Source: an optimization exercise on an open RTL-to-GDS flow (aim: small area, a short achievable clock period and few clock cycles). Production flows keep margins and buffers that such runs may drop.
At most, simulation tests tie the RTL to the original design; equivalence was not proved.
Power figures rest on the tool's default switching activity, not on a simulated workload.

## job 910
Design SimpleCPU, start of the top module:
module SimpleCPU(clk, rst, data_fromRAM, wrEn, addr_toRAM, data_toRAM);
input clk, rst;
input wire [31:0] data_fromRAM;
output wire wrEn;
output wire [9:0] addr_toRAM;
output wire [31:0] data_toRAM;
localparam ADD = 3'd0, NAND = 3'd1, SRL = 3'd2, LT = 3'd3,
           CP  = 3'd4, CPI  = 3'd5, BZJ = 3'd6, MUL = 3'd7;
localparam S_FW  = 3'd0,   
           S_DEC = 3'd1,   
           S_G1  = 3'd2,
           S_G2  = 3'd3,
           S_G3  = 3'd4,
           S_EX  = 3'd5,   
           S_M   = 3'd6,   
           S_BT  = 3'd7;   
reg [2:0]  state;
reg [9:0]  pc;
reg [9:0]  addr;
reg        wr;
reg [2:0]  op;
reg        im;
reg [9:0]  fa;
reg [31:0] r1, r2;
reg [4:0]  cnt;
reg        sdir;
reg        bt2;
wire [31:0] d = data_fromRAM;
assign wrEn       = wr & ~rst;
assign addr_toRAM = addr;
assign data_toRAM = r2;
reg  [31:0] ax, ay;
reg         acin;
wire [32:0] asum = {1'b0, ax} + {1'b0, ay} + {32'd0, acin};
wire [9:0] pc1 = pc + 10'd1;
wire [2:0]  dop = d[31:29];
wire        dim = d[28];
reg        n_big;
reg [4:0]  n_k;
reg        n_left;
reg [2:0]  state_n;
reg [9:0]  pc_n, addr_n, fa_n;
reg        wr_n, im_n, sdir_n, bt2_n;
reg [2:0]  op_n;
reg [31:0] r1_n, r2_n;
reg [4:0]  cnt_n;
always @(*) begin
	state_n = state;
	pc_n    = pc;
	addr_n  = addr;
	wr_n    = 1'b0;
  ...
Size: roughly 1300 cells after synthesis, roughly 110 flip-flops, about 77 I/O pins.
==> flow/config.mk <==
export PLATFORM = sky130hd
export DESIGN_NAME = SimpleCPU
export DESIGN_NICKNAME = SimpleCPU
export VERILOG_FILES = /design/flow/design.v
export SDC_FILE = /design/flow/constraint.sdc
export NUM_CORES = 4
export LEC_CHECK = 0
export CAP_MARGIN = 20
export CORE_MARGIN = 2
export CORE_UTILIZATION = 40
export SLEW_MARGIN = 20
==> flow/constraint.sdc <==
create_clock -name core_clock -period 10.0 [get_ports {clk}]
set_input_delay 2.0000 -clock core_clock [delete_from_list [all_inputs] [get_ports {clk}]]
set_output_delay 2.0000 -clock core_clock [all_outputs]
set_load 0.01 [all_outputs]
run.sh (not shown) runs the stock make flow with config.mk's settings and CLKGATE_MAP_FILE= SYNTH_SCRIPT=/design/flow/synth_recipe.tcl, a recipe that flattens the netlist after the stock synthesis.
Job 910 | stages: all done | timing, DRC, antenna: all pass
Changes in job 5493 relative to job 910:
Settings: SETUP_SLACK_MARGIN newly set to 5; ABC_CLOCK_PERIOD_IN_PS newly set to 2500; CORE_UTILIZATION changed from 40 to 60.
==> comparison <==
Between job 910 and job 5493, the via count is higher for job 5493.
Against job 910, global-route wire length before repair in job 5493 fell by a few percent.
Delta (job 5493 minus job 910): share of the core filled with cells moved up; number of nets in the finished design level.
Re total of clock buffers placed in the layout: job 910 and job 5493 aren't equal, and the lower value belongs to job 910.
Job 5493 ends up with a number of setup buffers added after CTS that is 2 higher than in job 910.
On synthesis-to-finish area growth: between job 910 and job 5493, it ends up lower for job 5493.
Changes in job 7276 relative to job 5493:
Settings: clearing ABC_CLOCK_PERIOD_IN_PS, which used to be 2500; swapping 60 for 40 in CORE_UTILIZATION.
[summary]
Per the comparison of job 7276 with job 5493, smallest setup slack after layout rose by 36 ps, average footprint of a synthesized cell closely matched the old numbers, core area climbed 51%, clock-buffer cell count now smaller, total power after layout rose 0.0097 mW. Critical path's slowest cell = sky130_fd_sc_hd__dlygate4sd2_1: job 5493; critical path's slowest cell = sky130_fd_sc_hd__clkdlybuf4s50_1: job 7276. Comparing design internal power for job 5493 and job 7276, the smaller number came from job 7276. Looking at buffers inserted during post-CTS setup optimization across job 5493 and job 7276, the one that comes out higher is job 7276.
No run of this note included a check of the RTL's function; only the layout flow was run.

---

Another version of the RTL of SimpleCPU (not shown whole).
Size in the first run: roughly 1,100 cells after synthesis, roughly 110 flip-flops, roughly 77 I/O pins, roughly 8200 um^2 of cells after synthesis.
==> flow/config.mk <==
export PLATFORM = sky130hd
export DESIGN_NAME = SimpleCPU
export DESIGN_NICKNAME = SimpleCPU
export VERILOG_FILES = /design/flow/design.v
export SDC_FILE = /design/flow/constraint.sdc
export NUM_CORES = 4
export LEC_CHECK = 0
export CAP_MARGIN = 20
export CORE_MARGIN = 2
export CORE_UTILIZATION = 40
export SLEW_MARGIN = 20
==> flow/constraint.sdc <==
create_clock -name core_clock -period 10.0 [get_ports {clk}]
set_input_delay 2.0000 -clock core_clock [delete_from_list [all_inputs] [get_ports {clk}]]
set_output_delay 2.0000 -clock core_clock [all_outputs]
set_load 0.01 [all_outputs]
standard.sh (not shown) runs the stock make flow with config.mk's settings and CLKGATE_MAP_FILE= SYNTH_SCRIPT=/design/flow/synth_recipe.tcl, a recipe that flattens the netlist after the stock synthesis.
==> flow/flow/run.sh <==
#!/bin/bash
# Standard ORFS layout, with repair_timing aiming past the clock period the
# SDC states so that the achieved period gets as short as the design allows,
# and plain buffers on the ports.
set -euo pipefail
export SETUP_SLACK_MARGIN=5.5
export BUFFER_PORTS_ARGS="-buffer_cell sky130_fd_sc_hd__buf_2"
bash standard.sh > standard.log 2>&1
The baseline finished with timing, DRC and antenna clean.
Testbench counts at the start, summed over its fixed seeds: cycles 204,733.
Rerun with:
Settings changed: CTS_BUF_LIST set to sky130_fd_sc_hd__clkbuf_16, CTS_CLUSTER_DIAMETER set to 100, CTS_CLUSTER_SIZE set to 30.
Effect: Via count does not change; cell area is unchanged; synthesized area is unchanged; routed wire length does not change; synthesized cell count does not change; total power is unchanged; hold slack stays the same; fmax does not change; sequential power is about the same; flip-flop and latch count does not change; core utilization does not change.
Rerun with:
--- a/flow/flow/run.sh
+++ b/flow/flow/run.sh
@@ -6,2 +6,3 @@
 export SETUP_SLACK_MARGIN=5.5
+export CTS_ARGS="-sink_clustering_enable -repair_clock_nets -dont_use_dummy_load"
 export BUFFER_PORTS_ARGS="-buffer_cell sky130_fd_sc_hd__buf_2"
Settings changed: CTS_BUF_LIST sky130_fd_sc_hd__clkbuf_16 to unset, CTS_CLUSTER_DIAMETER 100 to unset, CTS_CLUSTER_SIZE 30 to unset.
Worst hold slack is worse by 0.014 ns.
Combinational power barely changes.
Setup slack stays flat.
Final cell count came out lower by 0.64%.
Count of clock-buffer cells in the layout stays the same.

---

run 1:
Another version of the RTL of SimpleCPU (not shown whole).
Size in the first run: roughly 110 flip-flops, roughly 8200 um^2 of cells after synthesis.
export LEC_CHECK = 0
export CAP_MARGIN = 20
export CORE_MARGIN = 2
export CORE_UTILIZATION = 40
export SLEW_MARGIN = 20
create_clock -name core_clock -period 10.0 [get_ports {clk}]
==> flow/flow/run.sh <==
#!/bin/bash
# Standard ORFS layout, with repair_timing aiming past the clock period the
# SDC states so that the achieved period gets as short as the design allows,
# and plain buffers on the ports.
set -euo pipefail
export SETUP_SLACK_MARGIN=5.6
export CTS_ARGS="-sink_clustering_enable -repair_clock_nets -dont_use_dummy_load -sink_clustering_size 12 -sink_clustering_max_diameter 40 -buf_list sky130_fd_sc_hd__clkbuf_8"
export BUFFER_PORTS_ARGS="-buffer_cell sky130_fd_sc_hd__buf_2"
bash standard.sh > standard.log 2>&1
Testbench counts of run 1, summed over its fixed seeds: cycles 205,053.
Input changes introduced in run 2 (baseline for comparison: run 1):
diff --git a/flow/flow/run.sh b/flow/flow/run.sh
--- a/flow/flow/run.sh
+++ b/flow/flow/run.sh
@@ -6,2 +6,2 @@
-export SETUP_SLACK_MARGIN=5.6
-export CTS_ARGS="-sink_clustering_enable -repair_clock_nets -dont_use_dummy_load -sink_clustering_size 12 -sink_clustering_max_diameter 40 -buf_list sky130_fd_sc_hd__clkbuf_8"
+export SETUP_SLACK_MARGIN=5.5
+export CTS_ARGS="-sink_clustering_enable -repair_clock_nets -dont_use_dummy_load -sink_clustering_size 16 -sink_clustering_max_diameter 50 -buf_list {sky130_fd_sc_hd__clkbuf_8 sky130_fd_sc_hd__clkbuf_16}"
Findings:
- In run 2 the proportion of power drawn by flip-flops and latches turned out 0.6 points lower than in run 1.
- Non-clock buffer instance count of the final layout is lower on run 2
- For the critical path depth in cells, run 2 came in 1 higher than run 1 did.
- Compared with run 1, run 2 shows fraction of area in multi-input gates higher by 0.65 points.
- Between run 1 and run 2, the cell count went down.
- From run 1 to run 2 the numbers moved as follows: number of cells upsized or downsized after cts went down 23, number of placement rows held, maximum frequency held, routed wire length on met2 went down 3.2%.
- Between run 2 and run 1, the proportion of power drawn by the clock network is higher for run 2.
- met1 track demand over resource was lower in run 2 than in run 1.
Changes in run 3 relative to run 2:
diff --git a/flow/flow/run.sh b/flow/flow/run.sh
--- a/flow/flow/run.sh
+++ b/flow/flow/run.sh
@@ -7 +7 @@
-export CTS_ARGS="-sink_clustering_enable -repair_clock_nets -dont_use_dummy_load -sink_clustering_size 16 -sink_clustering_max_diameter 50 -buf_list {sky130_fd_sc_hd__clkbuf_8 sky130_fd_sc_hd__clkbuf_16}"
+export CTS_ARGS="-sink_clustering_enable -repair_clock_nets -dont_use_dummy_load -sink_clustering_size 10 -sink_clustering_max_diameter 40 -buf_list sky130_fd_sc_hd__clkbuf_8"
Notes after the runs:
- The core of run 3 is less densely filled than that of run 2.
- Changes observed in run 3 relative to run 2: via density per instance has remained practically unchanged; via total after detailed routing has decreased.
- Diff run 2..run 3 | number of standard cells in the final layout excluding fillers | negligible
- The worst hold slack on run 3 is in line with that on run 2.
- Fraction of area in registers in run 3 is 0.46 points higher than in run 2
- From run 2 to run 3 the numbers moved as follows: register share of total power has increased, final design area excluding fillers -1.6%, wire length the detailed router placed on met1 went up.
> inputs changed (run 3 -> run 4)
Settings: setting GPL_TIMING_DRIVEN to 1 for the first time; changing CORE_UTILIZATION from 40 to 50.
diff --git a/flow/flow/run.sh b/flow/flow/run.sh
--- a/flow/flow/run.sh
+++ b/flow/flow/run.sh
@@ -7 +7 @@
-export CTS_ARGS="-sink_clustering_enable -repair_clock_nets -dont_use_dummy_load -sink_clustering_size 10 -sink_clustering_max_diameter 40 -buf_list sky130_fd_sc_hd__clkbuf_8"
+export CTS_ARGS="-sink_clustering_enable -repair_clock_nets -dont_use_dummy_load"
Notes after the runs:
Run 4 has completed all stages; timing, DRC and antenna checks passed.
Looking at die area, run 4 sits 19% below run 3.
Compared with run 3, run 4 shows final cell count without fillers lower by 45.
The final reports for run 4 and run 3 show routed wire length lower in the former.
#### Input delta (run 5 over run 4)
Settings: CORE_UTILIZATION: 50 -> 40; GPL_TIMING_DRIVEN: 1 -> unset.
diff --git a/flow/flow/run.sh b/flow/flow/run.sh
--- a/flow/flow/run.sh
+++ b/flow/flow/run.sh
@@ -6,2 +6,2 @@
-export SETUP_SLACK_MARGIN=5.5
-export CTS_ARGS="-sink_clustering_enable -repair_clock_nets -dont_use_dummy_load"
+export SETUP_SLACK_MARGIN=5.55
+export CTS_ARGS="-sink_clustering_enable -repair_clock_nets -dont_use_dummy_load -sink_clustering_size 12 -sink_clustering_max_diameter 40 -buf_list sky130_fd_sc_hd__clkbuf_8"
--- outcome ---
Post-route fraction of the period consumed by the critical path sits lower in run 5 than in run 4. Diff run 4..run 5 | synthesized area | unchanged. The number of instances in the placed design in run 5 sits about 4.5% above the value recorded for run 4. Lower wire length goes to run 4 over run 5. Run 4 → run 5: clock skew now larger; wire length per cell after detailed routing now smaller; post-route total power now smaller; worst hold slack after final layout now larger. The higher fraction of area in clock buffers and inverters came out of run 4. For the shortest period the worst path allows, run 5 came in 0.059 ns lower than run 4 did.

---

Another version of the RTL of SimpleCPU (not shown whole).
Size in the first run: ~1100 cells after synthesis, roughly 110 flip-flops, ~77 I/O pins, about 8300 um^2 of cells after synthesis.
## SimpleCPU
module SimpleCPU(clk, rst, data_fromRAM, wrEn, addr_toRAM, data_toRAM);
clock: 10.0 ns
lec_check: 0
cap_margin: 20
core_margin: 2
core_utilization: 40
slew_margin: 20
==> flow/flow/run.sh <==
#!/bin/bash
# Standard ORFS layout, with repair_timing aiming past the clock period the
# SDC states so that the achieved period gets as short as the design allows,
# and plain buffers on the ports.
set -euo pipefail
export SETUP_SLACK_MARGIN=5.5
export CTS_ARGS="-sink_clustering_enable -repair_clock_nets -dont_use_dummy_load -sink_clustering_size 10 -sink_clustering_max_diameter 35 -buf_list sky130_fd_sc_hd__clkbuf_8"
export BUFFER_PORTS_ARGS="-buffer_cell sky130_fd_sc_hd__buf_2"
bash standard.sh > standard.log 2>&1
The baseline completed with no timing, DRC or antenna violations.
Next try:
--- a/flow/flow/run.sh
+++ b/flow/flow/run.sh
@@ -6,3 +6,3 @@
 export SETUP_SLACK_MARGIN=5.5
-export CTS_ARGS="-sink_clustering_enable -repair_clock_nets -dont_use_dummy_load -sink_clustering_size 10 -sink_clustering_max_diameter 35 -buf_list sky130_fd_sc_hd__clkbuf_8"
+export CTS_ARGS="-sink_clustering_enable -repair_clock_nets -dont_use_dummy_load"
 export BUFFER_PORTS_ARGS="-buffer_cell sky130_fd_sc_hd__buf_2"
Outcome: The changed run completed without violations; critical path depth is unchanged; die area stays the same; wire length decreases slightly; clock-buffer cell count stays the same; utilization increases by 1.0 points; sequential power hardly moves; global-route usage stays flat.
Function was not checked in any run of this note: the RTL went through the layout flow alone.

---

== v28 ==
SimpleCPU, a different RTL version from the one above (not shown whole).
Size: roughly 1,000 cells after synthesis, ~110 flip-flops, ~77 I/O pins, about 0.0083 sq mm of cells after synthesis.
export LEC_CHECK = 0
export CAP_MARGIN = 20
export CORE_MARGIN = 2
export CORE_UTILIZATION = 40
export SLEW_MARGIN = 20
create_clock -name core_clock -period 10.0 [get_ports {clk}]
==> flow/flow/run.sh <==
#!/bin/bash
# Standard ORFS layout, with repair_timing aiming past the clock period the
# SDC states so that the achieved period gets as short as the design allows,
# and plain buffers on the ports.
set -euo pipefail
export SETUP_SLACK_MARGIN=5.7
export BUFFER_PORTS_ARGS="-buffer_cell sky130_fd_sc_hd__buf_2"
bash standard.sh > standard.log 2>&1
Testbench counts of v28, summed over its fixed seeds: cycles 204,733.
Input-level comparison between v33 and v28:
-- flow/flow/run.sh --
<<< v28, line 6
export SETUP_SLACK_MARGIN=5.7
>>> v33, line 6
export SETUP_SLACK_MARGIN=5.5
Findings:
Combinational power (v28 / v33): 1.05
The total routed wirelength number comes out higher for v28 vs v33.
Compared with v28, v33 ends up with a smaller final cell area.
As far as power is concerned, v28 and v33 perform about the same.
On area taken by flip-flops and latches, v28 and v33 are neck and neck.
Power share of the clock group delta for v33 relative to v28: 2.5 points higher
When the final numbers for v28 and v33 were put side by side, the multi-input combinational area share turned out to be greater in v33.
Relative to v28, the via count of the first global-routing pass measured on v33 has decreased slightly.
Clock-buffer cell count in v33 is 6 lower than in v28
Relative to v28, register-to-register slack decreased by 0.07 ns in v33.

---

SimpleCPU, a different RTL version from the one above (not shown whole).
Size: about 840 cells after synthesis, about 110 flip-flops, roughly 77 I/O pins, about 7700 um^2 of cells after synthesis.
Design SimpleCPU, start of the top module:
module SimpleCPU(clk, rst, data_fromRAM, wrEn, addr_toRAM, data_toRAM);
==> flow/config.mk <==
export PLATFORM = sky130hd
export DESIGN_NAME = SimpleCPU
export DESIGN_NICKNAME = SimpleCPU
export VERILOG_FILES = /design/flow/design.v
export SDC_FILE = /design/flow/constraint.sdc
export NUM_CORES = 4
export LEC_CHECK = 0
export CAP_MARGIN = 20
export CORE_MARGIN = 2
export CORE_UTILIZATION = 40
export SLEW_MARGIN = 20
==> flow/constraint.sdc <==
create_clock -name core_clock -period 10.0 [get_ports {clk}]
set_input_delay 2.0000 -clock core_clock [delete_from_list [all_inputs] [get_ports {clk}]]
set_output_delay 2.0000 -clock core_clock [all_outputs]
set_load 0.01 [all_outputs]
==> flow/flow/run.sh <==
#!/bin/bash
# Standard ORFS layout, with repair_timing aiming past the clock period the
# SDC states so that the achieved period gets as short as the design allows,
# and plain buffers on the ports.
set -euo pipefail
export SETUP_SLACK_MARGIN=5.5
export CTS_ARGS="-sink_clustering_enable -repair_clock_nets -dont_use_dummy_load -root_buf sky130_fd_sc_hd__clkbuf_16 -buf_list {sky130_fd_sc_hd__clkbuf_8 sky130_fd_sc_hd__clkbuf_16} -sink_clustering_buffer sky130_fd_sc_hd__clkbuf_16"
export BUFFER_PORTS_ARGS="-buffer_cell sky130_fd_sc_hd__buf_2"
bash standard.sh > standard.log 2>&1
Testbench counts at the start, summed over its fixed seeds: cycles 205,053.
Next try:
==> flow/flow/run.sh (replaced) <==
#!/bin/bash
# Standard ORFS layout, with repair_timing aiming past the clock period the
# SDC states so that the achieved period gets as short as the design allows,
# and plain buffers on the ports.
set -euo pipefail
export SETUP_SLACK_MARGIN=5.5
export CTS_ARGS="-sink_clustering_enable -repair_clock_nets -dont_use_dummy_load"
export BUFFER_PORTS_ARGS="-buffer_cell sky130_fd_sc_hd__buf_2"
bash standard.sh > standard.log 2>&1
GPL_TIMING_DRIVEN = 1   (was default)
Area after synthesis is unchanged.
Routed wire length stays the same.
Worst hold slack does not change.
Die area stays the same.
Cell area stays the same.
Critical path depth does not change.
Total power does not change.
Next try:
--- a/flow/flow/run.sh
+++ b/flow/flow/run.sh
@@ -4,5 +4,5 @@
 # and plain buffers on the ports.
 set -euo pipefail
-export SETUP_SLACK_MARGIN=5.5
+export SETUP_SLACK_MARGIN=5.4
 export CTS_ARGS="-sink_clustering_enable -repair_clock_nets -dont_use_dummy_load"
 export BUFFER_PORTS_ARGS="-buffer_cell sky130_fd_sc_hd__buf_2"
GPL_TIMING_DRIVEN = default   (was 1)
=> Wire length stays flat; non-clock buffer count drops by 3; clock skew drops by 0.0080 ns; area after synthesis does not change; total power drops by about 0.65%; setup slack gets worse by 0.11 ns; worst hold slack stays flat; die area stays the same.
Next try:
--- a/flow/flow/run.sh
+++ b/flow/flow/run.sh
@@ -4,5 +4,5 @@
 # and plain buffers on the ports.
 set -euo pipefail
-export SETUP_SLACK_MARGIN=5.4
+export SETUP_SLACK_MARGIN=5.5
 export CTS_ARGS="-sink_clustering_enable -repair_clock_nets -dont_use_dummy_load"
 export BUFFER_PORTS_ARGS="-buffer_cell sky130_fd_sc_hd__buf_2"
CORE_UTILIZATION = 50   (was 40)
Die area goes down by 19%.
Cell count goes down by 2.8%.
Wire length goes up by 2.3%.
Area after synthesis stays the same.
Combinational power goes up by about 5%.
Total power goes up by 2.5%.
Setup slack is better by 0.031 ns.
Hold slack is better by 0.0051 ns.
Next try:
CORE_UTILIZATION = 40   (was 50)
- routed wire length decreases by 2.3%
- sequential power is about the same
- global-route usage decreases by 5.9 points
- worst setup slack improved by 0.075 ns
Next try:
--- a/flow/flow/run.sh
+++ b/flow/flow/run.sh
@@ -4,5 +4,5 @@
 # and plain buffers on the ports.
 set -euo pipefail
-export SETUP_SLACK_MARGIN=5.5
+export SETUP_SLACK_MARGIN=5.6
 export CTS_ARGS="-sink_clustering_enable -repair_clock_nets -dont_use_dummy_load"
 export BUFFER_PORTS_ARGS="-buffer_cell sky130_fd_sc_hd__buf_2"
Effect: The new run finished with timing, DRC and antenna clean. Core utilization increases by 1.2 points. Final cell count increases by 1.5%. Via count increases by 1.3%. Worst hold slack is about the same. Routed wire length increases by 1.8%. Count of clock-buffer cells in the layout stays the same.

[re-timing with driven ports]
How much do the figures lean on ideal ports? The routed layouts below were timed once more, with nothing changed but the port constraints.
Step 1: set_driving_cell puts a clkbuf_16 on clk and a buf_2 on each other input, an assumption about the parent block.
Step 2 times the ports against the registers' clock, not the clock port: input delays grow and output delays shrink by t, the midpoint of the rising clock arrivals with the driver on.
a / b / c = no drivers / after step 1 / after step 2; a / b = the first two.
run	t, ns	slack for setup (ns)	latest minus earliest clock arrival (ns)
job 910	0.424	4.416 / 4.445 / 4.020	0.019 / 0.019
job 5493	0.415	4.993 / 5.013 / 4.598	0.014 / 0.014
job 7276	0.428	5.029 / 5.041 / 4.618	0.025 / 0.025
the first run of note 2	0.411	5.562 / 5.531 / 5.222	0.011 / 0.011
the second run of note 2	0.411	5.562 / 5.531 / 5.222	0.011 / 0.011
the third run of note 2	0.404	5.563 / 5.534 / 5.219	0.025 / 0.025
run 1	0.422	5.576 / 5.564 / 5.142	0.038 / 0.037
run 2	0.397	5.565 / 5.586 / 5.189	0.026 / 0.025
run 3	0.418	5.535 / 5.546 / 5.128	0.040 / 0.040
run 4	0.397	5.509 / 5.504 / 5.107	0.024 / 0.024
run 5	0.420	5.568 / 5.558 / 5.138	0.044 / 0.044
the first run of note 4	0.479	5.513 / 5.527 / 5.048	0.012 / 0.012
the second run of note 4	0.455	5.516 / 5.534 / 5.079	0.014 / 0.014
v28	0.472	5.647 / 5.651 / 5.201	0.014 / 0.014
v33	0.480	5.565 / 5.539 / 5.156	0.009 / 0.009
the first run of note 6	0.402	5.645 / 5.645 / 5.268	0.030 / 0.029
the second run of note 6	0.402	5.645 / 5.645 / 5.268	0.030 / 0.029
the third run of note 6	0.397	5.539 / 5.550 / 5.159	0.023 / 0.023
the fourth run of note 6	0.397	5.570 / 5.592 / 5.195	0.032 / 0.032
the fifth run of note 6	0.402	5.645 / 5.645 / 5.268	0.030 / 0.029
the sixth run of note 6	0.392	5.658 / 5.635 / 5.357	0.024 / 0.025
After both steps setup and hold are still met in every run listed. The setup slack of the first run of note 4, which loses most, moves by +0.014 ns with the drivers and by -0.465 ns with both steps.
